Source: an optimization exercise on an open RTL-to-GDS flow (aim: small area, a short achievable clock period and few clock cycles per item). Production flows keep margins and buffers that such runs may drop.
No functional check of the RTL was part of any run shown here.

==> flow/design.v, too long to show whole: its modules and the start of the top module <==
// module mult32x32_fast: 1878 lines
// module mfa: 4 lines
// module mha: 4 lines
// module mpg: 4 lines
// module mgpa: 4 lines
// module mgpb: 4 lines
// module mga: 3 lines
// module mgb: 3 lines
// module mencm: 10 lines
// module mmx: 3 lines
// module menc: 4 lines
// module mbpp: 3 lines
module mult32x32_fast (
    input logic clk,
    input logic reset,
    input logic start,
    input logic [31:0] a,
    input logic [31:0] b,
    output logic busy,
    output logic [63:0] product
);
  // ...
==> flow/flow/run.sh <==
#!/bin/bash
set -euo pipefail
R=orfs/results/sky130hd/mult32x32_fast/base
export BUFFER_PORTS_ARGS="-buffer_cell sky130_fd_sc_hd__buf_2"
bash standard.sh synth > synth.log 2>&1
python3 flow/resize.py $R/1_2_yosys.v > resize.log 2>&1
touch $R/1_2_yosys.v
bash standard.sh > layout.log 2>&1
==> flow/flow/resize.py <==
#!/usr/bin/env python3
"""Change the drive strength of combinational cells in the synthesized netlist.
Only cell types listed in MAP are changed; each pair has the same function and pins."""
import re, sys
MAP = {
    "sky130_fd_sc_hd__a22oi_2": "sky130_fd_sc_hd__a22oi_1",
}
path = sys.argv[1]
text = open(path).read()
for old, new in MAP.items():
    n = len(re.findall(r"\b%s\b" % old, text))
    text = re.sub(r"\b%s\b" % old, new, text)
    print(f"{old} -> {new}: {n} instances")
open(path, "w").write(text)
==> flow/standard.sh <==
#!/bin/bash
# synth_recipe.tcl (not shown) runs the flow's synth.tcl, then flattens the netlist and writes it again
# the make line also repeats each setting of config.mk as NAME=value (left out here)
make -C /OpenROAD-flow-scripts/flow DESIGN_CONFIG=/design/flow/config.mk WORK_HOME=/design/flow/orfs CLKGATE_MAP_FILE= SYNTH_SCRIPT=/design/flow/synth_recipe.tcl "${@:-finish}"
==> flow/config.mk <==
export PLATFORM = sky130hd
export DESIGN_NAME = mult32x32_fast
export DESIGN_NICKNAME = mult32x32_fast
export VERILOG_FILES = /design/flow/design.v
export SDC_FILE = /design/flow/constraint.sdc
export NUM_CORES = 4
export LEC_CHECK = 0
export CAP_MARGIN = 20
export CORE_MARGIN = 2
export CORE_UTILIZATION = 40
export SLEW_MARGIN = 20
export SYNTH_HIERARCHICAL = 1
export SYNTH_MINIMUM_KEEP_SIZE = 0
==> flow/constraint.sdc <==
create_clock -name core_clock -period 10.0 [get_ports {clk}]
set_input_delay 2.0000 -clock core_clock [delete_from_list [all_inputs] [get_ports {clk}]]
set_output_delay 2.0000 -clock core_clock [all_outputs]
set_load 0.01 [all_outputs]
==> results.toml, run 1 <==
[run_status]
status = "timing/DRC/antenna clean"

[global_routing]
overflow = 0

[die]
start_util_pct = 40.24
num_rows = 79
num_io_pins = 132

[critical_path]
crit_path_end = "H[47]$_DFFE_PP_"
critical_path_class = "in2reg"
r2r_end = "H[47]$_DFFE_PP_"
reg2reg_slack_ns = 2.39
path_buf_inv = 2

[timing]
setup_tns_ns = 0
max_freq_mhz = 125.1
rsz0062_at_grt = "false"
hold_violations = 0
setup_violations = 0
maxSlewViolCount = 0
min_period_over_period_pct = 79.93

[route]
routed-wl-met2_um = 30890
wl_met3_um = 4160
routedWlPerCell_um = 24.65
num_vias = 15702
highest_layer = "met4"
wl_um = 64670

[cells_and_area]
area.growth.synth_to_final_pct = 10.68
layout-drive-gt1-share_pct = 22.36

[synthesis]
syn_inst = 1823

[clock_network]
postCtsHoldBufs = 0
postCtsResizedCells = 0
tritoncts = "built"

[job]
maxCapViolCount = 0
==> run 2: changes to the inputs <==
--- a/flow/design.v
+++ b/flow/design.v
@@ -16,10 +16,9 @@
 wire one0_0, two0_0, neg0_0;
-mencm ue0_0 (.s(busy), .l2(b[1]), .l1(b[0]), .l0(1'b0), .h2(b[17]), .h1(b[16]), .h0(1'b0), .one(one0_0), .two(two0_0), .neg(neg0_0));
+mencm0 ue0_0 (.s(busy), .l2(b[1]), .l1(b[0]), .h2(b[17]), .h1(b[16]), .one(one0_0), .two(two0_0), .neg(neg0_0));
 wire one0_1, two0_1, neg0_1;
-mencm ue0_1 (.s(busy), .l2(b[1]), .l1(b[0]), .l0(1'b0), .h2(b[17]), .h1(b[16]), .h0(1'b0), .one(one0_1), .two(two0_1), .neg(neg0_1));
+mencm0 ue0_1 (.s(busy), .l2(b[1]), .l1(b[0]), .h2(b[17]), .h1(b[16]), .one(one0_1), .two(two0_1), .neg(neg0_1));
 wire one0_2, two0_2, neg0_2;
-mencm ue0_2 (.s(busy), .l2(b[1]), .l1(b[0]), .l0(1'b0), .h2(b[17]), .h1(b[16]), .h0(1'b0), .one(one0_2), .two(two0_2), .neg(neg0_2));
+mencm0 ue0_2 (.s(busy), .l2(b[1]), .l1(b[0]), .h2(b[17]), .h1(b[16]), .one(one0_2), .two(two0_2), .neg(neg0_2));
 wire neg0 = neg0_0;
-wire pp0_0;
-mbpp upp0_0 (.one(one0_0), .two(two0_0), .neg(neg0_0), .aj(a[0]), .ajm(1'b0), .p(pp0_0));
+wire pp0_0 = ((one0_0 & a[0]) | (two0_0 & 1'b0)) ^ neg0;
 wire pp0_1;
@@ -86,4 +85,3 @@
 mbpp upp0_31 (.one(one0_2), .two(two0_2), .neg(neg0_2), .aj(a[31]), .ajm(a[30]), .p(pp0_31));
-wire pp0_32;
-mbpp upp0_32 (.one(one0_2), .two(two0_2), .neg(neg0_2), .aj(1'b0), .ajm(a[31]), .p(pp0_32));
+wire pp0_32 = ((one0_2 & 1'b0) | (two0_2 & a[31])) ^ neg0;
 wire sn0 = ~neg0;
@@ -96,4 +94,3 @@
 wire neg1 = neg1_0;
-wire pp1_0;
-mbpp upp1_0 (.one(one1_0), .two(two1_0), .neg(neg1_0), .aj(a[0]), .ajm(1'b0), .p(pp1_0));
+wire pp1_0 = ((one1_0 & a[0]) | (two1_0 & 1'b0)) ^ neg1;
 wire pp1_1;
@@ -160,4 +157,3 @@
 mbpp upp1_31 (.one(one1_2), .two(two1_2), .neg(neg1_2), .aj(a[31]), .ajm(a[30]), .p(pp1_31));
-wire pp1_32;
-mbpp upp1_32 (.one(one1_2), .two(two1_2), .neg(neg1_2), .aj(1'b0), .ajm(a[31]), .p(pp1_32));
+wire pp1_32 = ((one1_2 & 1'b0) | (two1_2 & a[31])) ^ neg1;
 wire sn1 = ~neg1;
@@ -170,4 +166,3 @@
 wire neg2 = neg2_0;
-wire pp2_0;
-mbpp upp2_0 (.one(one2_0), .two(two2_0), .neg(neg2_0), .aj(a[0]), .ajm(1'b0), .p(pp2_0));
+wire pp2_0 = ((one2_0 & a[0]) | (two2_0 & 1'b0)) ^ neg2;
 wire pp2_1;
@@ -234,4 +229,3 @@
 mbpp upp2_31 (.one(one2_2), .two(two2_2), .neg(neg2_2), .aj(a[31]), .ajm(a[30]), .p(pp2_31));
-wire pp2_32;
-mbpp upp2_32 (.one(one2_2), .two(two2_2), .neg(neg2_2), .aj(1'b0), .ajm(a[31]), .p(pp2_32));
+wire pp2_32 = ((one2_2 & 1'b0) | (two2_2 & a[31])) ^ neg2;
 wire sn2 = ~neg2;
@@ -244,4 +238,3 @@
 wire neg3 = neg3_0;
-wire pp3_0;
-mbpp upp3_0 (.one(one3_0), .two(two3_0), .neg(neg3_0), .aj(a[0]), .ajm(1'b0), .p(pp3_0));
+wire pp3_0 = ((one3_0 & a[0]) | (two3_0 & 1'b0)) ^ neg3;
 wire pp3_1;
@@ -308,4 +301,3 @@
 mbpp upp3_31 (.one(one3_2), .two(two3_2), .neg(neg3_2), .aj(a[31]), .ajm(a[30]), .p(pp3_31));
-wire pp3_32;
-mbpp upp3_32 (.one(one3_2), .two(two3_2), .neg(neg3_2), .aj(1'b0), .ajm(a[31]), .p(pp3_32));
+wire pp3_32 = ((one3_2 & 1'b0) | (two3_2 & a[31])) ^ neg3;
 wire sn3 = ~neg3;
@@ -318,4 +310,3 @@
 wire neg4 = neg4_0;
-wire pp4_0;
-mbpp upp4_0 (.one(one4_0), .two(two4_0), .neg(neg4_0), .aj(a[0]), .ajm(1'b0), .p(pp4_0));
+wire pp4_0 = ((one4_0 & a[0]) | (two4_0 & 1'b0)) ^ neg4;
 wire pp4_1;
@@ -382,4 +373,3 @@
 mbpp upp4_31 (.one(one4_2), .two(two4_2), .neg(neg4_2), .aj(a[31]), .ajm(a[30]), .p(pp4_31));
-wire pp4_32;
-mbpp upp4_32 (.one(one4_2), .two(two4_2), .neg(neg4_2), .aj(1'b0), .ajm(a[31]), .p(pp4_32));
+wire pp4_32 = ((one4_2 & 1'b0) | (two4_2 & a[31])) ^ neg4;
 wire sn4 = ~neg4;
@@ -392,4 +382,3 @@
 wire neg5 = neg5_0;
-wire pp5_0;
-mbpp upp5_0 (.one(one5_0), .two(two5_0), .neg(neg5_0), .aj(a[0]), .ajm(1'b0), .p(pp5_0));
+wire pp5_0 = ((one5_0 & a[0]) | (two5_0 & 1'b0)) ^ neg5;
 wire pp5_1;
@@ -456,4 +445,3 @@
 mbpp upp5_31 (.one(one5_2), .two(two5_2), .neg(neg5_2), .aj(a[31]), .ajm(a[30]), .p(pp5_31));
-wire pp5_32;
-mbpp upp5_32 (.one(one5_2), .two(two5_2), .neg(neg5_2), .aj(1'b0), .ajm(a[31]), .p(pp5_32));
+wire pp5_32 = ((one5_2 & 1'b0) | (two5_2 & a[31])) ^ neg5;
 wire sn5 = ~neg5;
@@ -466,4 +454,3 @@
 wire neg6 = neg6_0;
-wire pp6_0;
-mbpp upp6_0 (.one(one6_0), .two(two6_0), .neg(neg6_0), .aj(a[0]), .ajm(1'b0), .p(pp6_0));
+wire pp6_0 = ((one6_0 & a[0]) | (two6_0 & 1'b0)) ^ neg6;
 wire pp6_1;
@@ -530,4 +517,3 @@
 mbpp upp6_31 (.one(one6_2), .two(two6_2), .neg(neg6_2), .aj(a[31]), .ajm(a[30]), .p(pp6_31));
-wire pp6_32;
-mbpp upp6_32 (.one(one6_2), .two(two6_2), .neg(neg6_2), .aj(1'b0), .ajm(a[31]), .p(pp6_32));
+wire pp6_32 = ((one6_2 & 1'b0) | (two6_2 & a[31])) ^ neg6;
 wire sn6 = ~neg6;
@@ -540,4 +526,3 @@
 wire neg7 = neg7_0;
-wire pp7_0;
-mbpp upp7_0 (.one(one7_0), .two(two7_0), .neg(neg7_0), .aj(a[0]), .ajm(1'b0), .p(pp7_0));
+wire pp7_0 = ((one7_0 & a[0]) | (two7_0 & 1'b0)) ^ neg7;
 wire pp7_1;
@@ -604,4 +589,3 @@
 mbpp upp7_31 (.one(one7_2), .two(two7_2), .neg(neg7_2), .aj(a[31]), .ajm(a[30]), .p(pp7_31));
-wire pp7_32;
-mbpp upp7_32 (.one(one7_2), .two(two7_2), .neg(neg7_2), .aj(1'b0), .ajm(a[31]), .p(pp7_32));
+wire pp7_32 = ((one7_2 & 1'b0) | (two7_2 & a[31])) ^ neg7;
 wire sn7 = ~neg7;
@@ -652,9 +636,9 @@
 wire s5, c6;
-mfa us5 (.x(acc[2]), .y(neg1), .z(pp0_2), .s(s5), .c(c6));
+mfa us5 (.x(acc[2]), .y(neg1), .z(c4), .s(s5), .c(c6));
 wire s7, c8;
-mha us7 (.x(pp1_0), .y(c4), .s(s7), .c(c8));
+mha us7 (.x(s5), .y(pp0_2), .s(s7), .c(c8));
 wire s9, c10;
-mfa us9 (.x(acc[3]), .y(pp0_3), .z(pp1_1), .s(s9), .c(c10));
+mfa us9 (.x(acc[3]), .y(c6), .z(pp0_3), .s(s9), .c(c10));
 wire s11, c12;
-mha us11 (.x(c8), .y(c6), .s(s11), .c(c12));
+mha us11 (.x(pp1_1), .y(c8), .s(s11), .c(c12));
 wire s13, c14;
@@ -664,3 +648,3 @@
 wire s17, c18;
-mha us17 (.x(s13), .y(c12), .s(s17), .c(c18));
+mha us17 (.x(c12), .y(s13), .s(s17), .c(c18));
 wire s19, c20;
@@ -670,3 +654,3 @@
 wire s23, c24;
-mha us23 (.x(c16), .y(c18), .s(s23), .c(c24));
+mha us23 (.x(c18), .y(c16), .s(s23), .c(c24));
 wire s25, c26;
@@ -684,5 +668,5 @@
 wire s37, c38;
-mfa us37 (.x(c28), .y(s33), .z(c30), .s(s37), .c(c38));
+mfa us37 (.x(c28), .y(s33), .z(s35), .s(s37), .c(c38));
 wire s39, c40;
-mha us39 (.x(s35), .y(c32), .s(s39), .c(c40));
+mha us39 (.x(c30), .y(c32), .s(s39), .c(c40));
 wire s41, c42;
@@ -716,3 +700,3 @@
 wire s69, c70;
-mfa us69 (.x(c56), .y(s65), .z(s67), .s(s69), .c(c70));
+mfa us69 (.x(s65), .y(c56), .z(s67), .s(s69), .c(c70));
 wire s71, c72;
@@ -728,3 +712,3 @@
 wire s81, c82;
-mfa us81 (.x(c68), .y(s77), .z(s79), .s(s81), .c(c82));
+mfa us81 (.x(s77), .y(c68), .z(s79), .s(s81), .c(c82));
 wire s83, c84;
@@ -754,3 +738,3 @@
 wire s107, c108;
-mfa us107 (.x(s99), .y(c92), .z(s103), .s(s107), .c(c108));
+mfa us107 (.x(s99), .y(s103), .z(c92), .s(s107), .c(c108));
 wire s109, c110;
@@ -770,3 +754,3 @@
 wire s123, c124;
-mfa us123 (.x(c104), .y(c106), .z(s119), .s(s123), .c(c124));
+mfa us123 (.x(c104), .y(s119), .z(c106), .s(s123), .c(c124));
 wire s125, c126;
@@ -786,3 +770,3 @@
 wire s139, c140;
-mfa us139 (.x(c120), .y(c122), .z(s135), .s(s139), .c(c140));
+mfa us139 (.x(c120), .y(s135), .z(c122), .s(s139), .c(c140));
 wire s141, c142;
@@ -792,9 +776,9 @@
 wire s145, c146;
-mfa us145 (.x(acc[16]), .y(pp0_16), .z(pp1_14), .s(s145), .c(c146));
+mfa us145 (.x(acc[16]), .y(pt0), .z(pp0_16), .s(s145), .c(c146));
 wire s147, c148;
-mfa us147 (.x(pp2_12), .y(pp3_10), .z(pp4_8), .s(s147), .c(c148));
+mfa us147 (.x(pp1_14), .y(pp2_12), .z(pp3_10), .s(s147), .c(c148));
 wire s149, c150;
-mfa us149 (.x(pp5_6), .y(pp6_4), .z(pp7_2), .s(s149), .c(c150));
+mfa us149 (.x(pp4_8), .y(pp5_6), .z(pp6_4), .s(s149), .c(c150));
 wire s151, c152;
-mfa us151 (.x(pt0), .y(c130), .z(c132), .s(s151), .c(c152));
+mfa us151 (.x(pp7_2), .y(c130), .z(c132), .s(s151), .c(c152));
 wire s153, c154;
@@ -802,5 +786,5 @@
 wire s155, c156;
-mfa us155 (.x(s149), .y(c136), .z(c138), .s(s155), .c(c156));
+mfa us155 (.x(s149), .y(c136), .z(s151), .s(s155), .c(c156));
 wire s157, c158;
-mfa us157 (.x(s151), .y(s153), .z(c140), .s(s157), .c(c158));
+mfa us157 (.x(c138), .y(s153), .z(c140), .s(s157), .c(c158));
 wire s159, c160;
@@ -808,9 +792,9 @@
 wire s161, c162;
-mfa us161 (.x(acc[17]), .y(pp0_17), .z(pp1_15), .s(s161), .c(c162));
+mfa us161 (.x(acc[17]), .y(pt1), .z(pp0_17), .s(s161), .c(c162));
 wire s163, c164;
-mfa us163 (.x(pp2_13), .y(pp3_11), .z(pp4_9), .s(s163), .c(c164));
+mfa us163 (.x(pp1_15), .y(pp2_13), .z(pp3_11), .s(s163), .c(c164));
 wire s165, c166;
-mfa us165 (.x(pp5_7), .y(pp6_5), .z(pp7_3), .s(s165), .c(c166));
+mfa us165 (.x(pp4_9), .y(pp5_7), .z(pp6_5), .s(s165), .c(c166));
 wire s167, c168;
-mfa us167 (.x(pt1), .y(c146), .z(c148), .s(s167), .c(c168));
+mfa us167 (.x(pp7_3), .y(c146), .z(c148), .s(s167), .c(c168));
 wire s169, c170;
@@ -818,5 +802,5 @@
 wire s171, c172;
-mfa us171 (.x(s165), .y(c152), .z(c154), .s(s171), .c(c172));
+mfa us171 (.x(s165), .y(c152), .z(s167), .s(s171), .c(c172));
 wire s173, c174;
-mfa us173 (.x(s167), .y(s169), .z(c156), .s(s173), .c(c174));
+mfa us173 (.x(c154), .y(s169), .z(c156), .s(s173), .c(c174));
 wire s175, c176;
@@ -824,9 +808,9 @@
 wire s177, c178;
-mfa us177 (.x(acc[18]), .y(pp0_18), .z(pp1_16), .s(s177), .c(c178));
+mfa us177 (.x(acc[18]), .y(pt2), .z(pp0_18), .s(s177), .c(c178));
 wire s179, c180;
-mfa us179 (.x(pp2_14), .y(pp3_12), .z(pp4_10), .s(s179), .c(c180));
+mfa us179 (.x(pp1_16), .y(pp2_14), .z(pp3_12), .s(s179), .c(c180));
 wire s181, c182;
-mfa us181 (.x(pp5_8), .y(pp6_6), .z(pp7_4), .s(s181), .c(c182));
+mfa us181 (.x(pp4_10), .y(pp5_8), .z(pp6_6), .s(s181), .c(c182));
 wire s183, c184;
-mfa us183 (.x(pt2), .y(c162), .z(c164), .s(s183), .c(c184));
+mfa us183 (.x(pp7_4), .y(c162), .z(c164), .s(s183), .c(c184));
 wire s185, c186;
@@ -834,5 +818,5 @@
 wire s187, c188;
-mfa us187 (.x(s181), .y(c168), .z(c170), .s(s187), .c(c188));
+mfa us187 (.x(s181), .y(c168), .z(s183), .s(s187), .c(c188));
 wire s189, c190;
-mfa us189 (.x(s183), .y(s185), .z(c172), .s(s189), .c(c190));
+mfa us189 (.x(c170), .y(s185), .z(c172), .s(s189), .c(c190));
 wire s191, c192;
@@ -840,9 +824,9 @@
 wire s193, c194;
-mfa us193 (.x(acc[19]), .y(pp0_19), .z(pp1_17), .s(s193), .c(c194));
+mfa us193 (.x(acc[19]), .y(pt3), .z(pp0_19), .s(s193), .c(c194));
 wire s195, c196;
-mfa us195 (.x(pp2_15), .y(pp3_13), .z(pp4_11), .s(s195), .c(c196));
+mfa us195 (.x(pp1_17), .y(pp2_15), .z(pp3_13), .s(s195), .c(c196));
 wire s197, c198;
-mfa us197 (.x(pp5_9), .y(pp6_7), .z(pp7_5), .s(s197), .c(c198));
+mfa us197 (.x(pp4_11), .y(pp5_9), .z(pp6_7), .s(s197), .c(c198));
 wire s199, c200;
-mfa us199 (.x(pt3), .y(c178), .z(c180), .s(s199), .c(c200));
+mfa us199 (.x(pp7_5), .y(c178), .z(c180), .s(s199), .c(c200));
 wire s201, c202;
@@ -850,5 +834,5 @@
 wire s203, c204;
-mfa us203 (.x(s197), .y(c184), .z(c186), .s(s203), .c(c204));
+mfa us203 (.x(s197), .y(c184), .z(s199), .s(s203), .c(c204));
 wire s205, c206;
-mfa us205 (.x(s199), .y(s201), .z(c188), .s(s205), .c(c206));
+mfa us205 (.x(c186), .y(s201), .z(c188), .s(s205), .c(c206));
 wire s207, c208;
@@ -856,9 +840,9 @@
 wire s209, c210;
-mfa us209 (.x(acc[20]), .y(pp0_20), .z(pp1_18), .s(s209), .c(c210));
+mfa us209 (.x(acc[20]), .y(pt4), .z(pp0_20), .s(s209), .c(c210));
 wire s211, c212;
-mfa us211 (.x(pp2_16), .y(pp3_14), .z(pp4_12), .s(s211), .c(c212));
+mfa us211 (.x(pp1_18), .y(pp2_16), .z(pp3_14), .s(s211), .c(c212));
 wire s213, c214;
-mfa us213 (.x(pp5_10), .y(pp6_8), .z(pp7_6), .s(s213), .c(c214));
+mfa us213 (.x(pp4_12), .y(pp5_10), .z(pp6_8), .s(s213), .c(c214));
 wire s215, c216;
-mfa us215 (.x(pt4), .y(c194), .z(c196), .s(s215), .c(c216));
+mfa us215 (.x(pp7_6), .y(c194), .z(c196), .s(s215), .c(c216));
 wire s217, c218;
@@ -866,5 +850,5 @@
 wire s219, c220;
-mfa us219 (.x(s213), .y(c200), .z(c202), .s(s219), .c(c220));
+mfa us219 (.x(s213), .y(c200), .z(s215), .s(s219), .c(c220));
 wire s221, c222;
-mfa us221 (.x(s215), .y(s217), .z(c204), .s(s221), .c(c222));
+mfa us221 (.x(c202), .y(s217), .z(c204), .s(s221), .c(c222));
 wire s223, c224;
@@ -872,9 +856,9 @@
 wire s225, c226;
-mfa us225 (.x(acc[21]), .y(pp0_21), .z(pp1_19), .s(s225), .c(c226));
+mfa us225 (.x(acc[21]), .y(pt5), .z(pp0_21), .s(s225), .c(c226));
 wire s227, c228;
-mfa us227 (.x(pp2_17), .y(pp3_15), .z(pp4_13), .s(s227), .c(c228));
+mfa us227 (.x(pp1_19), .y(pp2_17), .z(pp3_15), .s(s227), .c(c228));
 wire s229, c230;
-mfa us229 (.x(pp5_11), .y(pp6_9), .z(pp7_7), .s(s229), .c(c230));
+mfa us229 (.x(pp4_13), .y(pp5_11), .z(pp6_9), .s(s229), .c(c230));
 wire s231, c232;
-mfa us231 (.x(pt5), .y(c210), .z(c212), .s(s231), .c(c232));
+mfa us231 (.x(pp7_7), .y(c210), .z(c212), .s(s231), .c(c232));
 wire s233, c234;
@@ -882,5 +866,5 @@
 wire s235, c236;
-mfa us235 (.x(s229), .y(c216), .z(c218), .s(s235), .c(c236));
+mfa us235 (.x(s229), .y(c216), .z(s231), .s(s235), .c(c236));
 wire s237, c238;
-mfa us237 (.x(s231), .y(s233), .z(c220), .s(s237), .c(c238));
+mfa us237 (.x(c218), .y(s233), .z(c220), .s(s237), .c(c238));
 wire s239, c240;
@@ -888,9 +872,9 @@
 wire s241, c242;
-mfa us241 (.x(acc[22]), .y(pp0_22), .z(pp1_20), .s(s241), .c(c242));
+mfa us241 (.x(acc[22]), .y(pt6), .z(pp0_22), .s(s241), .c(c242));
 wire s243, c244;
-mfa us243 (.x(pp2_18), .y(pp3_16), .z(pp4_14), .s(s243), .c(c244));
+mfa us243 (.x(pp1_20), .y(pp2_18), .z(pp3_16), .s(s243), .c(c244));
 wire s245, c246;
-mfa us245 (.x(pp5_12), .y(pp6_10), .z(pp7_8), .s(s245), .c(c246));
+mfa us245 (.x(pp4_14), .y(pp5_12), .z(pp6_10), .s(s245), .c(c246));
 wire s247, c248;
-mfa us247 (.x(pt6), .y(c226), .z(c228), .s(s247), .c(c248));
+mfa us247 (.x(pp7_8), .y(c226), .z(c228), .s(s247), .c(c248));
 wire s249, c250;
@@ -898,5 +882,5 @@
 wire s251, c252;
-mfa us251 (.x(s245), .y(c232), .z(c234), .s(s251), .c(c252));
+mfa us251 (.x(s245), .y(c232), .z(s247), .s(s251), .c(c252));
 wire s253, c254;
-mfa us253 (.x(s247), .y(s249), .z(c236), .s(s253), .c(c254));
+mfa us253 (.x(c234), .y(s249), .z(c236), .s(s253), .c(c254));
 wire s255, c256;
@@ -904,9 +888,9 @@
 wire s257, c258;
-mfa us257 (.x(acc[23]), .y(pp0_23), .z(pp1_21), .s(s257), .c(c258));
+mfa us257 (.x(acc[23]), .y(pt7), .z(pp0_23), .s(s257), .c(c258));
 wire s259, c260;
-mfa us259 (.x(pp2_19), .y(pp3_17), .z(pp4_15), .s(s259), .c(c260));
+mfa us259 (.x(pp1_21), .y(pp2_19), .z(pp3_17), .s(s259), .c(c260));
 wire s261, c262;
-mfa us261 (.x(pp5_13), .y(pp6_11), .z(pp7_9), .s(s261), .c(c262));
+mfa us261 (.x(pp4_15), .y(pp5_13), .z(pp6_11), .s(s261), .c(c262));
 wire s263, c264;
-mfa us263 (.x(pt7), .y(c242), .z(c244), .s(s263), .c(c264));
+mfa us263 (.x(pp7_9), .y(c242), .z(c244), .s(s263), .c(c264));
 wire s265, c266;
@@ -914,5 +898,5 @@
 wire s267, c268;
-mfa us267 (.x(s261), .y(c248), .z(c250), .s(s267), .c(c268));
+mfa us267 (.x(s261), .y(c248), .z(s263), .s(s267), .c(c268));
 wire s269, c270;
-mfa us269 (.x(s263), .y(s265), .z(c252), .s(s269), .c(c270));
+mfa us269 (.x(c250), .y(s265), .z(c252), .s(s269), .c(c270));
 wire s271, c272;
@@ -920,9 +904,9 @@
 wire s273, c274;
-mfa us273 (.x(acc[24]), .y(pp0_24), .z(pp1_22), .s(s273), .c(c274));
+mfa us273 (.x(acc[24]), .y(pt8), .z(pp0_24), .s(s273), .c(c274));
 wire s275, c276;
-mfa us275 (.x(pp2_20), .y(pp3_18), .z(pp4_16), .s(s275), .c(c276));
+mfa us275 (.x(pp1_22), .y(pp2_20), .z(pp3_18), .s(s275), .c(c276));
 wire s277, c278;
-mfa us277 (.x(pp5_14), .y(pp6_12), .z(pp7_10), .s(s277), .c(c278));
+mfa us277 (.x(pp4_16), .y(pp5_14), .z(pp6_12), .s(s277), .c(c278));
 wire s279, c280;
-mfa us279 (.x(pt8), .y(c258), .z(c260), .s(s279), .c(c280));
+mfa us279 (.x(pp7_10), .y(c258), .z(c260), .s(s279), .c(c280));
 wire s281, c282;
@@ -930,5 +914,5 @@
 wire s283, c284;
-mfa us283 (.x(s277), .y(c264), .z(c266), .s(s283), .c(c284));
+mfa us283 (.x(s277), .y(c264), .z(s279), .s(s283), .c(c284));
 wire s285, c286;
-mfa us285 (.x(s279), .y(s281), .z(c268), .s(s285), .c(c286));
+mfa us285 (.x(c266), .y(s281), .z(c268), .s(s285), .c(c286));
 wire s287, c288;
@@ -936,9 +920,9 @@
 wire s289, c290;
-mfa us289 (.x(acc[25]), .y(pp0_25), .z(pp1_23), .s(s289), .c(c290));
+mfa us289 (.x(acc[25]), .y(pt9), .z(pp0_25), .s(s289), .c(c290));
 wire s291, c292;
-mfa us291 (.x(pp2_21), .y(pp3_19), .z(pp4_17), .s(s291), .c(c292));
+mfa us291 (.x(pp1_23), .y(pp2_21), .z(pp3_19), .s(s291), .c(c292));
 wire s293, c294;
-mfa us293 (.x(pp5_15), .y(pp6_13), .z(pp7_11), .s(s293), .c(c294));
+mfa us293 (.x(pp4_17), .y(pp5_15), .z(pp6_13), .s(s293), .c(c294));
 wire s295, c296;
-mfa us295 (.x(pt9), .y(c274), .z(c276), .s(s295), .c(c296));
+mfa us295 (.x(pp7_11), .y(c274), .z(c276), .s(s295), .c(c296));
 wire s297, c298;
@@ -946,5 +930,5 @@
 wire s299, c300;
-mfa us299 (.x(s293), .y(c280), .z(c282), .s(s299), .c(c300));
+mfa us299 (.x(s293), .y(c280), .z(s295), .s(s299), .c(c300));
 wire s301, c302;
-mfa us301 (.x(s295), .y(s297), .z(c284), .s(s301), .c(c302));
+mfa us301 (.x(c282), .y(s297), .z(c284), .s(s301), .c(c302));
 wire s303, c304;
@@ -952,9 +936,9 @@
 wire s305, c306;
-mfa us305 (.x(acc[26]), .y(pp0_26), .z(pp1_24), .s(s305), .c(c306));
+mfa us305 (.x(acc[26]), .y(pt10), .z(pp0_26), .s(s305), .c(c306));
 wire s307, c308;
-mfa us307 (.x(pp2_22), .y(pp3_20), .z(pp4_18), .s(s307), .c(c308));
+mfa us307 (.x(pp1_24), .y(pp2_22), .z(pp3_20), .s(s307), .c(c308));
 wire s309, c310;
-mfa us309 (.x(pp5_16), .y(pp6_14), .z(pp7_12), .s(s309), .c(c310));
+mfa us309 (.x(pp4_18), .y(pp5_16), .z(pp6_14), .s(s309), .c(c310));
 wire s311, c312;
-mfa us311 (.x(pt10), .y(c290), .z(c292), .s(s311), .c(c312));
+mfa us311 (.x(pp7_12), .y(c290), .z(c292), .s(s311), .c(c312));
 wire s313, c314;
@@ -962,5 +946,5 @@
 wire s315, c316;
-mfa us315 (.x(s309), .y(c296), .z(c298), .s(s315), .c(c316));
+mfa us315 (.x(s309), .y(c296), .z(s311), .s(s315), .c(c316));
 wire s317, c318;
-mfa us317 (.x(s311), .y(s313), .z(c300), .s(s317), .c(c318));
+mfa us317 (.x(c298), .y(s313), .z(c300), .s(s317), .c(c318));
 wire s319, c320;
@@ -968,9 +952,9 @@
 wire s321, c322;
-mfa us321 (.x(acc[27]), .y(pp0_27), .z(pp1_25), .s(s321), .c(c322));
+mfa us321 (.x(acc[27]), .y(pt11), .z(pp0_27), .s(s321), .c(c322));
 wire s323, c324;
-mfa us323 (.x(pp2_23), .y(pp3_21), .z(pp4_19), .s(s323), .c(c324));
+mfa us323 (.x(pp1_25), .y(pp2_23), .z(pp3_21), .s(s323), .c(c324));
 wire s325, c326;
-mfa us325 (.x(pp5_17), .y(pp6_15), .z(pp7_13), .s(s325), .c(c326));
+mfa us325 (.x(pp4_19), .y(pp5_17), .z(pp6_15), .s(s325), .c(c326));
 wire s327, c328;
-mfa us327 (.x(pt11), .y(c306), .z(c308), .s(s327), .c(c328));
+mfa us327 (.x(pp7_13), .y(c306), .z(c308), .s(s327), .c(c328));
 wire s329, c330;
@@ -978,5 +962,5 @@
 wire s331, c332;
-mfa us331 (.x(s325), .y(c312), .z(c314), .s(s331), .c(c332));
+mfa us331 (.x(s325), .y(c312), .z(s327), .s(s331), .c(c332));
 wire s333, c334;
-mfa us333 (.x(s327), .y(s329), .z(c316), .s(s333), .c(c334));
+mfa us333 (.x(c314), .y(s329), .z(c316), .s(s333), .c(c334));
 wire s335, c336;
@@ -984,9 +968,9 @@
 wire s337, c338;
-mfa us337 (.x(acc[28]), .y(pp0_28), .z(pp1_26), .s(s337), .c(c338));
+mfa us337 (.x(acc[28]), .y(pt12), .z(pp0_28), .s(s337), .c(c338));
 wire s339, c340;
-mfa us339 (.x(pp2_24), .y(pp3_22), .z(pp4_20), .s(s339), .c(c340));
+mfa us339 (.x(pp1_26), .y(pp2_24), .z(pp3_22), .s(s339), .c(c340));
 wire s341, c342;
-mfa us341 (.x(pp5_18), .y(pp6_16), .z(pp7_14), .s(s341), .c(c342));
+mfa us341 (.x(pp4_20), .y(pp5_18), .z(pp6_16), .s(s341), .c(c342));
 wire s343, c344;
-mfa us343 (.x(pt12), .y(c322), .z(c324), .s(s343), .c(c344));
+mfa us343 (.x(pp7_14), .y(c322), .z(c324), .s(s343), .c(c344));
 wire s345, c346;
@@ -994,5 +978,5 @@
 wire s347, c348;
-mfa us347 (.x(s341), .y(c328), .z(c330), .s(s347), .c(c348));
+mfa us347 (.x(s341), .y(c328), .z(s343), .s(s347), .c(c348));
 wire s349, c350;
-mfa us349 (.x(s343), .y(s345), .z(c332), .s(s349), .c(c350));
+mfa us349 (.x(c330), .y(s345), .z(c332), .s(s349), .c(c350));
 wire s351, c352;
@@ -1000,9 +984,9 @@
 wire s353, c354;
-mfa us353 (.x(acc[29]), .y(pp0_29), .z(pp1_27), .s(s353), .c(c354));
+mfa us353 (.x(acc[29]), .y(pt13), .z(pp0_29), .s(s353), .c(c354));
 wire s355, c356;
-mfa us355 (.x(pp2_25), .y(pp3_23), .z(pp4_21), .s(s355), .c(c356));
+mfa us355 (.x(pp1_27), .y(pp2_25), .z(pp3_23), .s(s355), .c(c356));
 wire s357, c358;
-mfa us357 (.x(pp5_19), .y(pp6_17), .z(pp7_15), .s(s357), .c(c358));
+mfa us357 (.x(pp4_21), .y(pp5_19), .z(pp6_17), .s(s357), .c(c358));
 wire s359, c360;
-mfa us359 (.x(pt13), .y(c338), .z(c340), .s(s359), .c(c360));
+mfa us359 (.x(pp7_15), .y(c338), .z(c340), .s(s359), .c(c360));
 wire s361, c362;
@@ -1010,5 +994,5 @@
 wire s363, c364;
-mfa us363 (.x(s357), .y(c344), .z(c346), .s(s363), .c(c364));
+mfa us363 (.x(s357), .y(c344), .z(s359), .s(s363), .c(c364));
 wire s365, c366;
-mfa us365 (.x(s359), .y(s361), .z(c348), .s(s365), .c(c366));
+mfa us365 (.x(c346), .y(s361), .z(c348), .s(s365), .c(c366));
 wire s367, c368;
@@ -1016,9 +1000,9 @@
 wire s369, c370;
-mfa us369 (.x(acc[30]), .y(pp0_30), .z(pp1_28), .s(s369), .c(c370));
+mfa us369 (.x(acc[30]), .y(pt14), .z(pp0_30), .s(s369), .c(c370));
 wire s371, c372;
-mfa us371 (.x(pp2_26), .y(pp3_24), .z(pp4_22), .s(s371), .c(c372));
+mfa us371 (.x(pp1_28), .y(pp2_26), .z(pp3_24), .s(s371), .c(c372));
 wire s373, c374;
-mfa us373 (.x(pp5_20), .y(pp6_18), .z(pp7_16), .s(s373), .c(c374));
+mfa us373 (.x(pp4_22), .y(pp5_20), .z(pp6_18), .s(s373), .c(c374));
 wire s375, c376;
-mfa us375 (.x(pt14), .y(c354), .z(c356), .s(s375), .c(c376));
+mfa us375 (.x(pp7_16), .y(c354), .z(c356), .s(s375), .c(c376));
 wire s377, c378;
@@ -1026,5 +1010,5 @@
 wire s379, c380;
-mfa us379 (.x(s373), .y(c360), .z(c362), .s(s379), .c(c380));
+mfa us379 (.x(s373), .y(c360), .z(s375), .s(s379), .c(c380));
 wire s381, c382;
-mfa us381 (.x(s375), .y(s377), .z(c364), .s(s381), .c(c382));
+mfa us381 (.x(c362), .y(s377), .z(c364), .s(s381), .c(c382));
 wire s383, c384;
@@ -1032,9 +1016,9 @@
 wire s385, c386;
-mfa us385 (.x(acc[31]), .y(pp0_31), .z(pp1_29), .s(s385), .c(c386));
+mfa us385 (.x(acc[31]), .y(pt15), .z(pp0_31), .s(s385), .c(c386));
 wire s387, c388;
-mfa us387 (.x(pp2_27), .y(pp3_25), .z(pp4_23), .s(s387), .c(c388));
+mfa us387 (.x(pp1_29), .y(pp2_27), .z(pp3_25), .s(s387), .c(c388));
 wire s389, c390;
-mfa us389 (.x(pp5_21), .y(pp6_19), .z(pp7_17), .s(s389), .c(c390));
+mfa us389 (.x(pp4_23), .y(pp5_21), .z(pp6_19), .s(s389), .c(c390));
 wire s391, c392;
-mfa us391 (.x(pt15), .y(c370), .z(c372), .s(s391), .c(c392));
+mfa us391 (.x(pp7_17), .y(c370), .z(c372), .s(s391), .c(c392));
 wire s393, c394;
@@ -1042,5 +1026,5 @@
 wire s395, c396;
-mfa us395 (.x(s389), .y(c376), .z(c378), .s(s395), .c(c396));
+mfa us395 (.x(s389), .y(c376), .z(s391), .s(s395), .c(c396));
 wire s397, c398;
-mfa us397 (.x(s391), .y(s393), .z(c380), .s(s397), .c(c398));
+mfa us397 (.x(c378), .y(s393), .z(c380), .s(s397), .c(c398));
 wire s399, c400;
@@ -1048,7 +1032,7 @@
 wire s401, c402;
-mfa us401 (.x(pp0_32), .y(pp1_30), .z(pp2_28), .s(s401), .c(c402));
+mfa us401 (.x(pt16), .y(pp0_32), .z(pp1_30), .s(s401), .c(c402));
 wire s403, c404;
-mfa us403 (.x(pp3_26), .y(pp4_24), .z(pp5_22), .s(s403), .c(c404));
+mfa us403 (.x(pp2_28), .y(pp3_26), .z(pp4_24), .s(s403), .c(c404));
 wire s405, c406;
-mfa us405 (.x(pp6_20), .y(pp7_18), .z(pt16), .s(s405), .c(c406));
+mfa us405 (.x(pp5_22), .y(pp6_20), .z(pp7_18), .s(s405), .c(c406));
 wire s407, c408;
@@ -1058,3 +1042,3 @@
 wire s411, c412;
-mfa us411 (.x(c392), .y(c394), .z(s407), .s(s411), .c(c412));
+mfa us411 (.x(c392), .y(s407), .z(c394), .s(s411), .c(c412));
 wire s413, c414;
@@ -1063,30 +1047,30 @@
 mha us415 (.x(c398), .y(s413), .s(s415), .c(c416));
-wire s417, c418;
-mfa us417 (.x(1'b1), .y(sn0), .z(pp1_31), .s(s417), .c(c418));
+wire s417 = ~(sn0 ^ pt17);
+wire c418 = sn0 | pt17;
 wire s419, c420;
-mfa us419 (.x(pp2_29), .y(pp3_27), .z(pp4_25), .s(s419), .c(c420));
+mfa us419 (.x(s417), .y(pp1_31), .z(pp2_29), .s(s419), .c(c420));
 wire s421, c422;
-mfa us421 (.x(pp5_23), .y(pp6_21), .z(pp7_19), .s(s421), .c(c422));
+mfa us421 (.x(pp3_27), .y(pp4_25), .z(pp5_23), .s(s421), .c(c422));
 wire s423, c424;
-mfa us423 (.x(pt17), .y(c402), .z(c404), .s(s423), .c(c424));
+mfa us423 (.x(pp6_21), .y(pp7_19), .z(c402), .s(s423), .c(c424));
 wire s425, c426;
-mfa us425 (.x(c406), .y(s417), .z(s419), .s(s425), .c(c426));
+mfa us425 (.x(c404), .y(c406), .z(s419), .s(s425), .c(c426));
 wire s427, c428;
-mfa us427 (.x(s421), .y(c408), .z(c410), .s(s427), .c(c428));
+mfa us427 (.x(s421), .y(c408), .z(s423), .s(s427), .c(c428));
 wire s429, c430;
-mfa us429 (.x(s423), .y(s425), .z(c412), .s(s429), .c(c430));
+mfa us429 (.x(c410), .y(s425), .z(c412), .s(s429), .c(c430));
 wire s431, c432;
 mfa us431 (.x(s427), .y(c414), .z(s429), .s(s431), .c(c432));
-wire s433, c434;
-mfa us433 (.x(1'b1), .y(pp1_32), .z(pp2_30), .s(s433), .c(c434));
+wire s433 = ~(pt18 ^ c418);
+wire c434 = pt18 | c418;
 wire s435, c436;
-mfa us435 (.x(pp3_28), .y(pp4_26), .z(pp5_24), .s(s435), .c(c436));
+mfa us435 (.x(pp1_32), .y(pp2_30), .z(pp3_28), .s(s435), .c(c436));
 wire s437, c438;
-mfa us437 (.x(pp6_22), .y(pp7_20), .z(pt18), .s(s437), .c(c438));
+mfa us437 (.x(pp4_26), .y(pp5_24), .z(pp6_22), .s(s437), .c(c438));
 wire s439, c440;
-mfa us439 (.x(c418), .y(c420), .z(c422), .s(s439), .c(c440));
+mfa us439 (.x(pp7_20), .y(s433), .z(c420), .s(s439), .c(c440));
 wire s441, c442;
-mfa us441 (.x(s433), .y(s435), .z(s437), .s(s441), .c(c442));
+mfa us441 (.x(c422), .y(s435), .z(s437), .s(s441), .c(c442));
 wire s443, c444;
-mfa us443 (.x(c424), .y(c426), .z(s439), .s(s443), .c(c444));
+mfa us443 (.x(c424), .y(s439), .z(c426), .s(s443), .c(c444));
 wire s445, c446;
@@ -1096,7 +1080,7 @@
 wire s449, c450;
-mfa us449 (.x(sn1), .y(pp2_31), .z(pp3_29), .s(s449), .c(c450));
+mfa us449 (.x(sn1), .y(pt19), .z(pp2_31), .s(s449), .c(c450));
 wire s451, c452;
-mfa us451 (.x(pp4_27), .y(pp5_25), .z(pp6_23), .s(s451), .c(c452));
+mfa us451 (.x(pp3_29), .y(pp4_27), .z(pp5_25), .s(s451), .c(c452));
 wire s453, c454;
-mfa us453 (.x(pp7_21), .y(pt19), .z(c434), .s(s453), .c(c454));
+mfa us453 (.x(pp6_23), .y(pp7_21), .z(c434), .s(s453), .c(c454));
 wire s455, c456;
@@ -1104,17 +1088,17 @@
 wire s457, c458;
-mfa us457 (.x(s451), .y(c440), .z(c442), .s(s457), .c(c458));
+mfa us457 (.x(s451), .y(s453), .z(c440), .s(s457), .c(c458));
 wire s459, c460;
-mfa us459 (.x(s453), .y(s455), .z(c444), .s(s459), .c(c460));
+mfa us459 (.x(c442), .y(s455), .z(s457), .s(s459), .c(c460));
 wire s461, c462;
-mfa us461 (.x(s457), .y(c446), .z(s459), .s(s461), .c(c462));
-wire s463, c464;
-mfa us463 (.x(1'b1), .y(pp2_32), .z(pp3_30), .s(s463), .c(c464));
+mfa us461 (.x(c444), .y(s459), .z(c446), .s(s461), .c(c462));
+wire s463 = ~(pt20 ^ pp2_32);
+wire c464 = pt20 | pp2_32;
 wire s465, c466;
-mfa us465 (.x(pp4_28), .y(pp5_26), .z(pp6_24), .s(s465), .c(c466));
+mfa us465 (.x(pp3_30), .y(pp4_28), .z(pp5_26), .s(s465), .c(c466));
 wire s467, c468;
-mfa us467 (.x(pp7_22), .y(pt20), .z(c450), .s(s467), .c(c468));
+mfa us467 (.x(pp6_24), .y(pp7_22), .z(c450), .s(s467), .c(c468));
 wire s469, c470;
-mfa us469 (.x(c452), .y(s463), .z(s465), .s(s469), .c(c470));
+mfa us469 (.x(c452), .y(c454), .z(s463), .s(s469), .c(c470));
 wire s471, c472;
-mfa us471 (.x(c454), .y(c456), .z(s467), .s(s471), .c(c472));
+mfa us471 (.x(s465), .y(s467), .z(c456), .s(s471), .c(c472));
 wire s473, c474;
@@ -1124,7 +1108,7 @@
 wire s477, c478;
-mfa us477 (.x(sn2), .y(pp3_31), .z(pp4_29), .s(s477), .c(c478));
+mfa us477 (.x(sn2), .y(pt21), .z(pp3_31), .s(s477), .c(c478));
 wire s479, c480;
-mfa us479 (.x(pp5_27), .y(pp6_25), .z(pp7_23), .s(s479), .c(c480));
+mfa us479 (.x(pp4_29), .y(pp5_27), .z(pp6_25), .s(s479), .c(c480));
 wire s481, c482;
-mfa us481 (.x(pt21), .y(c464), .z(c466), .s(s481), .c(c482));
+mfa us481 (.x(pp7_23), .y(c464), .z(c466), .s(s481), .c(c482));
 wire s483, c484;
@@ -1132,11 +1116,11 @@
 wire s485, c486;
-mfa us485 (.x(c470), .y(s481), .z(c472), .s(s485), .c(c486));
+mfa us485 (.x(s481), .y(c470), .z(s483), .s(s485), .c(c486));
 wire s487, c488;
-mfa us487 (.x(s483), .y(c474), .z(s485), .s(s487), .c(c488));
-wire s489, c490;
-mfa us489 (.x(1'b1), .y(pp3_32), .z(pp4_30), .s(s489), .c(c490));
+mfa us487 (.x(c472), .y(s485), .z(c474), .s(s487), .c(c488));
+wire s489 = ~(pt22 ^ pp3_32);
+wire c490 = pt22 | pp3_32;
 wire s491, c492;
-mfa us491 (.x(pp5_28), .y(pp6_26), .z(pp7_24), .s(s491), .c(c492));
+mfa us491 (.x(pp4_30), .y(pp5_28), .z(pp6_26), .s(s491), .c(c492));
 wire s493, c494;
-mfa us493 (.x(pt22), .y(c478), .z(c480), .s(s493), .c(c494));
+mfa us493 (.x(pp7_24), .y(c478), .z(c480), .s(s493), .c(c494));
 wire s495, c496;
@@ -1148,5 +1132,5 @@
 wire s501, c502;
-mfa us501 (.x(sn3), .y(pp4_31), .z(pp5_29), .s(s501), .c(c502));
+mfa us501 (.x(sn3), .y(pt23), .z(pp4_31), .s(s501), .c(c502));
 wire s503, c504;
-mfa us503 (.x(pp6_27), .y(pp7_25), .z(pt23), .s(s503), .c(c504));
+mfa us503 (.x(pp5_29), .y(pp6_27), .z(pp7_25), .s(s503), .c(c504));
 wire s505, c506;
@@ -1157,6 +1141,6 @@
 mfa us509 (.x(c496), .y(s507), .z(c498), .s(s509), .c(c510));
-wire s511, c512;
-mfa us511 (.x(1'b1), .y(pp4_32), .z(pp5_30), .s(s511), .c(c512));
+wire s511 = ~(pt24 ^ pp4_32);
+wire c512 = pt24 | pp4_32;
 wire s513, c514;
-mfa us513 (.x(pp6_28), .y(pp7_26), .z(pt24), .s(s513), .c(c514));
+mfa us513 (.x(pp5_30), .y(pp6_28), .z(pp7_26), .s(s513), .c(c514));
 wire s515, c516;
@@ -1168,13 +1152,13 @@
 wire s521, c522;
-mfa us521 (.x(sn4), .y(pp5_31), .z(pp6_29), .s(s521), .c(c522));
+mfa us521 (.x(sn4), .y(pt25), .z(pp5_31), .s(s521), .c(c522));
 wire s523, c524;
-mfa us523 (.x(pp7_27), .y(pt25), .z(c512), .s(s523), .c(c524));
+mfa us523 (.x(pp6_29), .y(pp7_27), .z(c512), .s(s523), .c(c524));
 wire s525, c526;
-mfa us525 (.x(c514), .y(s521), .z(c516), .s(s525), .c(c526));
+mfa us525 (.x(c514), .y(s521), .z(s523), .s(s525), .c(c526));
 wire s527, c528;
-mfa us527 (.x(s523), .y(c518), .z(s525), .s(s527), .c(c528));
-wire s529, c530;
-mfa us529 (.x(1'b1), .y(pp5_32), .z(pp6_30), .s(s529), .c(c530));
+mfa us527 (.x(c516), .y(s525), .z(c518), .s(s527), .c(c528));
+wire s529 = ~(pt26 ^ pp5_32);
+wire c530 = pt26 | pp5_32;
 wire s531, c532;
-mfa us531 (.x(pp7_28), .y(pt26), .z(c522), .s(s531), .c(c532));
+mfa us531 (.x(pp6_30), .y(pp7_28), .z(c522), .s(s531), .c(c532));
 wire s533, c534;
@@ -1184,11 +1168,11 @@
 wire s537, c538;
-mfa us537 (.x(sn5), .y(pp6_31), .z(pp7_29), .s(s537), .c(c538));
+mfa us537 (.x(sn5), .y(pt27), .z(pp6_31), .s(s537), .c(c538));
 wire s539, c540;
-mfa us539 (.x(pt27), .y(c530), .z(s537), .s(s539), .c(c540));
+mfa us539 (.x(pp7_29), .y(c530), .z(s537), .s(s539), .c(c540));
 wire s541, c542;
 mfa us541 (.x(c532), .y(s539), .z(c534), .s(s541), .c(c542));
-wire s543, c544;
-mfa us543 (.x(1'b1), .y(pp6_32), .z(pp7_30), .s(s543), .c(c544));
+wire s543 = ~(pt28 ^ pp6_32);
+wire c544 = pt28 | pp6_32;
 wire s545, c546;
-mfa us545 (.x(pt28), .y(c538), .z(s543), .s(s545), .c(c546));
+mfa us545 (.x(pp7_30), .y(c538), .z(s543), .s(s545), .c(c546));
 wire s547, c548;
@@ -1196,7 +1180,7 @@
 wire s549, c550;
-mfa us549 (.x(sn6), .y(pp7_31), .z(pt29), .s(s549), .c(c550));
+mfa us549 (.x(sn6), .y(pt29), .z(pp7_31), .s(s549), .c(c550));
 wire s551, c552;
 mfa us551 (.x(c544), .y(s549), .z(c546), .s(s551), .c(c552));
-wire s553, c554;
-mfa us553 (.x(1'b1), .y(pp7_32), .z(pt30), .s(s553), .c(c554));
+wire s553 = ~(pt30 ^ pp7_32);
+wire c554 = pt30 | pp7_32;
 wire s555, c556;
@@ -1205,4 +1189,4 @@
 mfa us557 (.x(sn7), .y(pt31), .z(c554), .s(s557), .c(c558));
-wire [47:0] ra = {c556, s555, c548, s547, c536, s535, c520, s519, c500, s499, c476, s475, c448, s447, c416, s415, c384, c368, c352, c336, c320, c304, c288, c272, c256, c240, c224, c208, c192, c176, c160, c144, c128, c112, c98, c84, s81, c60, c50, s47, s37, c24, s21, s15, s9, s7, pp0_1, s1};
-wire [47:0] rb = {s557, c552, s551, c542, s541, c528, s527, c510, s509, c488, s487, c462, s461, c432, s431, c400, s399, s383, s367, s351, s335, s319, s303, s287, s271, s255, s239, s223, s207, s191, s175, s159, s143, s127, s111, s97, s83, s71, s59, s49, s39, s31, s23, s17, s11, s5, s3, pp0_0};
+wire [47:0] ra = {c556, s555, c548, s547, c536, s535, c520, s519, c500, s499, c476, s475, c448, s447, c416, s415, c384, c368, c352, c336, c320, c304, c288, c272, c256, c240, c224, c208, c192, c176, c160, c144, c128, c112, c98, c84, s81, c60, c50, s47, s37, c24, s21, s17, s9, pp1_0, s3, s1};
+wire [47:0] rb = {s557, c552, s551, c542, s541, c528, s527, c510, s509, c488, s487, c462, s461, c432, s431, c400, s399, s383, s367, s351, s335, s319, s303, s287, s271, s255, s239, s223, s207, s191, s175, s159, s143, s127, s111, s97, s83, s71, s59, s49, s39, s31, s23, s15, s11, s7, pp0_1, pp0_0};
 wire ag0, ap0;
@@ -1913,2 +1897,11 @@
 	assign neg = b2;
+endmodule
+module mencm0 (input logic s, input logic l2, input logic l1, input logic h2, input logic h1,
+               output logic one, output logic two, output logic neg);
+	logic b2, b1;
+	assign b2 = s ? h2 : l2;
+	assign b1 = s ? h1 : l1;
+	assign one = b1;
+	assign two = b2 & ~b1;
+	assign neg = b2;
 endmodule
==> flow/flow/run.sh (replaced) <==
#!/bin/bash
# Own layout flow: the standard synthesis and layout (standard.sh), with two changes:
#  - before floorplanning, every combinational cell of the synthesized netlist is set to
#    the smallest drive strength of its footprint (flow/resize.py); registers are untouched,
#    and the layout's repair steps size cells up again where needed;
#  - ports are buffered with buf_2 instead of the default port buffer.
# Each tool's output goes to a log file in this folder.
set -euo pipefail
R=orfs/results/sky130hd/mult32x32_fast/base
export BUFFER_PORTS_ARGS="-buffer_cell sky130_fd_sc_hd__buf_2"
bash standard.sh synth > synth.log 2>&1
python3 flow/resize.py "$FLOW_HOME/platforms/sky130hd/lib/sky130_fd_sc_hd__tt_025C_1v80.lib" $R/1_2_yosys.v > resize.log 2>&1
touch $R/1_2_yosys.v
bash standard.sh > layout.log 2>&1
==> flow/flow/resize.py (replaced) <==
#!/usr/bin/env python3
"""Size the combinational cells of the synthesized netlist by the fanout they drive:
each cell gets the variant of its footprint (same function and pins) whose drive suits its
fanout: the smallest for a fanout up to FO1, drive 2 up to FO2, else drive 4.
Flip-flops, latches and tie cells are left as synthesis made them. The layout's own repair
steps size cells again where slew, capacitance or timing need it.
usage: resize.py LIBERTY NETLIST [FO1 FO2]"""
import re, sys, collections
lib, path = sys.argv[1], sys.argv[2]
FO1 = int(sys.argv[3]) if len(sys.argv) > 3 else 5
FO2 = int(sys.argv[4]) if len(sys.argv) > 4 else 12
area, foot, seq, outs = {}, {}, set(), collections.defaultdict(set)
cur = None; pin = None
for line in open(lib):
    m = re.search(r'^\s*cell\s*\(\s*"?(sky130_fd_sc_hd__\w+)"?\s*\)', line)
    if m:
        cur = m.group(1); pin = None; continue
    if cur is None:
        continue
    m = re.search(r'^\s*area\s*:\s*([\d.]+)', line)
    if m: area[cur] = float(m.group(1))
    m = re.search(r'cell_footprint\s*:\s*"([^"]+)"', line)
    if m: foot[cur] = m.group(1)
    if re.search(r'^\s*(ff|latch|statetable)\s*\(', line): seq.add(cur)
    m = re.search(r'^\s*pin\s*\(\s*"?(\w+)"?\s*\)', line)
    if m: pin = m.group(1)
    if pin and re.search(r'direction\s*:\s*"?output', line): outs[cur].add(pin)
fam = collections.defaultdict(list)
for c, f in foot.items():
    if c in seq or "lpflow" in c or "probe" in c or c not in area:
        continue
    fam[f].append(c)
def strength(c):
    m = re.search(r'_(\d+)$', c)
    return int(m.group(1)) if m else 1
for f in fam:
    fam[f].sort(key=lambda c: (strength(c), area[c]))
text = open(path).read()
inst_re = re.compile(r'^(\s*)(sky130_fd_sc_hd__\w+)(\s+)(\S+)(\s*\((.*?)\);)', re.M | re.S)
insts = []
fanout = collections.Counter()
for m in inst_re.finditer(text):
    cell = m.group(2)
    conns = re.findall(r'\.(\w+)\(([^()]*)\)', m.group(6))
    o = [n.strip() for p, n in conns if p in outs.get(cell, ())]
    for p, n in conns:
        if p not in outs.get(cell, ()):
            fanout[n.strip()] += 1
    insts.append((m.start(2), m.end(2), cell, o))
out = []
last = 0
changes = collections.Counter()
for s, e, cell, o in insts:
    new = cell
    if cell not in seq and cell in foot and "conb" not in cell and foot[cell] in fam:
        fo = max([fanout[n] for n in o] + [0])
        want = 0 if fo <= FO1 else (2 if fo <= FO2 else 4)
        vs = fam[foot[cell]]
        ok = [v for v in vs if strength(v) >= want]
        new = ok[0] if ok else vs[-1]
        if want == 0:
            new = min(vs, key=lambda v: area[v])
    out.append(text[last:s]); out.append(new); last = e
    if new != cell: changes[(cell, new)] += 1
out.append(text[last:])
open(path, "w").write("".join(out))
for (a, b), n in sorted(changes.items()):
    print(f"{a} -> {b}: {n}")
--- a/flow/config.mk
+++ b/flow/config.mk
@@ -10,2 +10,3 @@
 export CORE_UTILIZATION = 40
+export SETUP_SLACK_MARGIN = 2.5
 export SLEW_MARGIN = 20
@@ -13 +14,2 @@
 export SYNTH_MINIMUM_KEEP_SIZE = 0
+export TNS_END_PERCENT = 0
==> results.toml, run 2 <==
[cells_and_area]
nNetsFinal = 2367
largest_reg_flops = 48
n_antenna_cell = 0
regMostFlops = "H"
reg_top3 = "H: 48 flops, L: 16 flops"
layout_commonest_cell = "xnor2_1"
layout-drive-gt1-share_pct = 14.76
area.growth.synth_to_final_pct = 13.80
final_cell_mix = "xnor2_1, fa_1, a22oi_1"

[clock_network]
h-tree-depth = 3
cts_made_buffers = 9
cts_num_sinks = 66
postCtsHoldBufs = 0
cts-root-buf = "clkbuf_16"
clockBufferDepth = 2
tritoncts = "built"
clkSlewWorstSetupHoldPaths_ns = 0.07
insertion_delay_ns = 0.35

[timing]
setup_tns_ns = 0
maxSlewViolCount = 0
setup_ws_ns = 2.576
setup_violations = 0
hold_violations = 0
maxSlewHeadroom_pct = 46.93
max_freq_mhz = 134.7
fin_crit_ns = 7.424
min_period_over_period_pct = 74.24
rsz0062_at_grt = "true"
fin_worst_skew_ns = 0.01788
tightest_slew_ns = 0.7960

[global_routing]
antenna_found_initial = 4
grt_usage_pct = 28.54
grt_max_degree = 108
grt_pass1_wl_um = 97620
overflow = 0
first_global_vias = 16002

[critical_path]
cpMaxStageDelayCell = "fa_1"
critical_path_class = "in2reg"
worst_path_most_repeated_cell = "fa_1"
arrival_ns = 7.51
critPathCaptureType = "flip-flop"
crit_chain = "buf_2 -> nand3b_1 -> a31oi_4 -> a22oi_1 -> xnor2_1 -> fa_1 -> fa_1 -> fa_1 -> fa_1 -> fa_1 -> ha_1 -> a21oi_1 -> o21ai_0 -> a21oi_1 -> o21ai_1 -> a21oi_1 -> o21ai_0 -> xor2_1"
cp_data_required_time_ns = 10.09
worstPathMaxFanout = 19
setup.worst_path.start_class = "primary input"
slowest_delay_ns = 0.51
reg2reg_slack_ns = 2.94

[route]
routed_via_density = 6.188
num_vias = 15859
routedWlPerCell_um = 25.78
remaining_drc_errors = 0
drtIter0Drc = 1759
wl_um = 66090
drt_pass1_iterations = 6
ant_nets = 0

[die]
die-area_sq_um = 45750
fp.coreArea_sq_um = 43270
num_io_pins = 132
fp.dieW_um = 213.9
num_rows = 76
start_util_pct = 40.73
die_y_um = 213.9

[run_status]
status = "timing/DRC/antenna clean"

[placement]
post-dp-hpwl_um = 50350
pre_cts_ws_ns = 1.840
port_buffers = 131
gp_congestion = 0.9512

[synthesis]
synth.yosys.warnings = 7
synth.avg_cell_area_sq_um = 9.704
syn_area_sq_um = 17620
syn_inst = 1816

[hold_path]
hp-class = "reg2reg"

[job]
maxCapViolCount = 0
==> run 2: what timing repair did <==
item	4_1_cts	5_1_grt
gates resized for setup	17	80
cloned	0	3
buffers inserted	0	20
pin swaps	0	13
hold endpoints to repair	0	0
setup endpoints to repair	24	32
==> run 2: per-stage QoR <==
| stage | util (%) | instance area [sq um] | hold slack [ns] | cells |
|---|---|---|---|---|
| after floorplan | - | 17620 | 0.4381 | 1816 |
| after global placement | 43.89 | 18990 | 0.4509 | 2523 |
| after detailed placement | 43.89 | 18990 | 0.4619 | 2523 |
| after CTS | 44.82 | 19390 | 0.4780 | 2539 |
| after global routing | 46.35 | 20050 | 0.4849 | 2563 |
| final | 46.35 | 20050 | 0.4741 | 2563 |
==> run 2: worst paths after layout <==
path                       cells past startpoint              end      startpoint
max                                           18  H[46]$_DFFE_PP_           b[19]
min                                            0   L[0]$_DFFE_PP_  H[0]$_DFFE_PP_
max reg2reg                                   18  H[45]$_DFFE_PP_  busy$_DFF_PP0_
min reg2reg                                    0   L[0]$_DFFE_PP_  H[0]$_DFFE_PP_
max in group asynchronous                      2   busy$_DFF_PP0_           reset
min in group asynchronous                      2   busy$_DFF_PP0_           reset
==> run 2: critical path: cells and delay by family <==
kind                       cells  cell delay, ns
AOI/OAI and AO/OA              8            1.79
xor gates and xnor gates       2            0.37
adders and majority gates      6            2.87
buffers and inverters          1            0.29
and+or+nand+nor                1            0.18
==> run 2: area by class of cell <==
| type | count | area [sq um] |
|---|---|---|
| Fill cell | 4178 | 23210 |
| Tap cell | 585 | 732.0 |
| Sequential cell | 66 | 1981 |
| Multi-Input combinational cell | 1703 | 15960 |
| Clock inverter | 7 | 77.57 |
| Clock buffer | 9 | 225.2 |
| Timing Repair Buffer | 155 | 938.4 |
| Inverter | 38 | 142.6 |
==> run 2: routing by layer <==
layer	GRT usage, %	vias up	routed length [um]
met5	0	-	0
met4	10.85	0	2353
met3	2.314	122	5035
met2	48.19	823	31530
met1	38.25	8043	27160
li1	-	6871	-
==> run 3: changes to the inputs <==
--- a/flow/flow/run.sh
+++ b/flow/flow/run.sh
@@ -10,2 +10,3 @@
 export BUFFER_PORTS_ARGS="-buffer_cell sky130_fd_sc_hd__buf_2"
+export SETUP_MOVE_SEQUENCE="sizeup,swap"
 bash standard.sh synth > synth.log 2>&1
--- a/flow/config.mk
+++ b/flow/config.mk
@@ -10,3 +10,3 @@
 export CORE_UTILIZATION = 40
-export SETUP_SLACK_MARGIN = 2.5
+export SETUP_SLACK_MARGIN = 3.0
 export SLEW_MARGIN = 20
==> results.toml, run 3 <==
[critical_path]
arrival_ns = 7.06
reg2reg_slack_ns = 3.62
setup.worst_path.start_class = "primary input"
cp_data_required_time_ns = 10.09
critPathCaptureType = "flip-flop"
worstPathMaxFanout = 19
critical_path_class = "in2reg"

[global_routing]
antenna_found_initial = 3
grt_max_degree = 108
grt_pass1_wl_um = 99040
overflow = 0
first_global_vias = 16273
grt_usage_pct = 28.93

[clock_network]
postCtsHoldBufs = 0
insertion_delay_ns = 0.35
cts_made_buffers = 9
cts_num_sinks = 66
h-tree-depth = 3
clockBufferDepth = 2
tritoncts = "built"
clkSlewWorstSetupHoldPaths_ns = 0.07
cts-root-buf = "clkbuf_16"

[route]
remaining_drc_errors = 0
drtIter0Drc = 1415
num_vias = 15663
routedWlPerCell_um = 25.79
wl_um = 65570
routed_via_density = 6.159
ant_nets = 0
drt_pass1_iterations = 6

[synthesis]
synth.avg_cell_area_sq_um = 9.704
syn_inst = 1816
synth.yosys.warnings = 7
syn_area_sq_um = 17620

[timing]
setup_ws_ns = 3.031
min_period_over_period_pct = 69.69
fin_worst_skew_ns = 0.01705
tightest_slew_ns = 0.7886
maxSlewViolCount = 0
maxSlewHeadroom_pct = 47.43
hold_violations = 0
setup_violations = 0
fin_crit_ns = 6.969
max_freq_mhz = 143.5
rsz0062_at_grt = "true"
setup_tns_ns = 0

[cells_and_area]
multi_input_area_sq_um = 17490
reg_top3 = "H: 48 flops, L: 16 flops"
regMostFlops = "H"
largest_reg_flops = 48
layout_commonest_cell = "xnor2_1"
seqCellArea_sq_um = 1981
area.growth.synth_to_final_pct = 21.76
layout-drive-gt1-share_pct = 28.53
finish.utilization_pct = 49.59
num-fill-cells = 4014
final_cell_mix = "xnor2_1, fa_1, a22oi_1"
nNetsFinal = 2345

[die]
fp.dieW_um = 213.9
start_util_pct = 40.73
die_y_um = 213.9
fp.coreArea_sq_um = 43270
num_io_pins = 132
die-area_sq_um = 45750
num_rows = 76

[run_status]
status = "timing/DRC/antenna clean"

[job]
maxCapViolCount = 0

[placement]
post-dp-hpwl_um = 50350
pre_cts_ws_ns = 1.840
port_buffers = 131
gp_congestion = 0.9512

[hold_path]
hp-class = "reg2reg"
[run 3: cell count changes in the layout (fill, tap and decap cells not counted), sizes merged]
cell,previous run,this run
diode,0,2
buf,152,133
a31oi,24,21
[run 3: worst max-delay path: stages]
cell,delay (ns)
buf_4,0.18
nand3b_1,0.22
a31oi_4,0.54
a22oi_2,0.14
xnor2_2,0.21
fa_2,0.48
fa_2,0.41
fa_2,0.57
fa_2,0.45
ha_1,0.32
ha_2,0.36
a21oi_2,0.26
o21ai_2,0.13
a21oi_2,0.19
o21ai_1,0.11
a21oi_1,0.18
o21ai_2,0.11
xor2_1,0.19
[run 3: metrics by stage]
stage	instance area (sq um)	hold slack, ns	std cells
after floorplan	17620	0.4381	1816
after global placement	18990	0.4509	2523
after detailed placement	18990	0.4619	2523
after CTS	20240	0.4780	2539
after global routing	21450	0.4849	2541
final	21460	0.4736	2543
[run 3: cell type report]
type                       instances  share of cell area [%]
multi-input combinational       1700                   81.51
clock buffer                       9                   1.050
antenna                            2                 0.02333
clock inverter                     7                  0.3615
inverter                          38                  0.6648
timing repair buffer             136                   3.744
tap                              585                   3.411
sequential                        66                   9.231
[run 3: timing repair]
action / in CTS / in global routing
pin swaps: 49 / 71
buffers inserted: 0 / 0
setup endpoints to repair: 36 / 34
resized for setup: 236 / 291
[run 3: final timing paths]
kind | from | end | cells after the start
setup / recovery | b[23] | H[36]$_DFFE_PP_ | 18
hold / removal | H[0]$_DFFE_PP_ | L[0]$_DFFE_PP_ | 0
setup reg to reg | busy$_DFF_PP0_ | H[46]$_DFFE_PP_ | 18
hold reg to reg | H[0]$_DFFE_PP_ | L[0]$_DFFE_PP_ | 0
max in group asynchronous | reset | busy$_DFF_PP0_ | 2
min in group asynchronous | reset | busy$_DFF_PP0_ | 2
[run 3: layer usage]
| metal | track usage (%) | wire (um) | up-vias |
|---|---|---|---|
| met4 | 10.75 | 2837 | 4 |
| met3 | 2.724 | 4392 | 155 |
| met2 | 49.15 | 31450 | 747 |
| met5 | 0 | 27 | - |
| li1 | - | - | 6823 |
| met1 | 38.38 | 26870 | 7934 |

[separate check: timing with driven ports]
Ports are ideal in the flow. The routed layouts listed here were re-timed in OpenROAD. Step 1 sets driving cells, clkbuf_16 on the clock port and buf_2 on the other inputs (assumed; they add their load-dependent delay and slew). Step 2 also shifts input and output timing later by t, the mid clock arrival at the registers, as if the neighbouring blocks saw the same clock. Three values: ideal ports, drivers, drivers and shift; two values: the first two.
run | t (ns) | setup slack, ns | worst setup path at the end | clock arrival spread, ns
run 1 | 0.407 | 2.007 / 2.039 / 1.632 | input to register | 0.019 / 0.020
run 2 | 0.388 | 2.576 / 2.602 / 2.214 | input to register | 0.018 / 0.018
run 3 | 0.389 | 3.031 / 3.058 / 2.670 | input to register | 0.017 / 0.017
After both steps setup and hold are still met in every run listed. For run 1, which loses most, drivers alone change the setup slack by +0.032 ns; drivers and shift together by -0.375 ns.
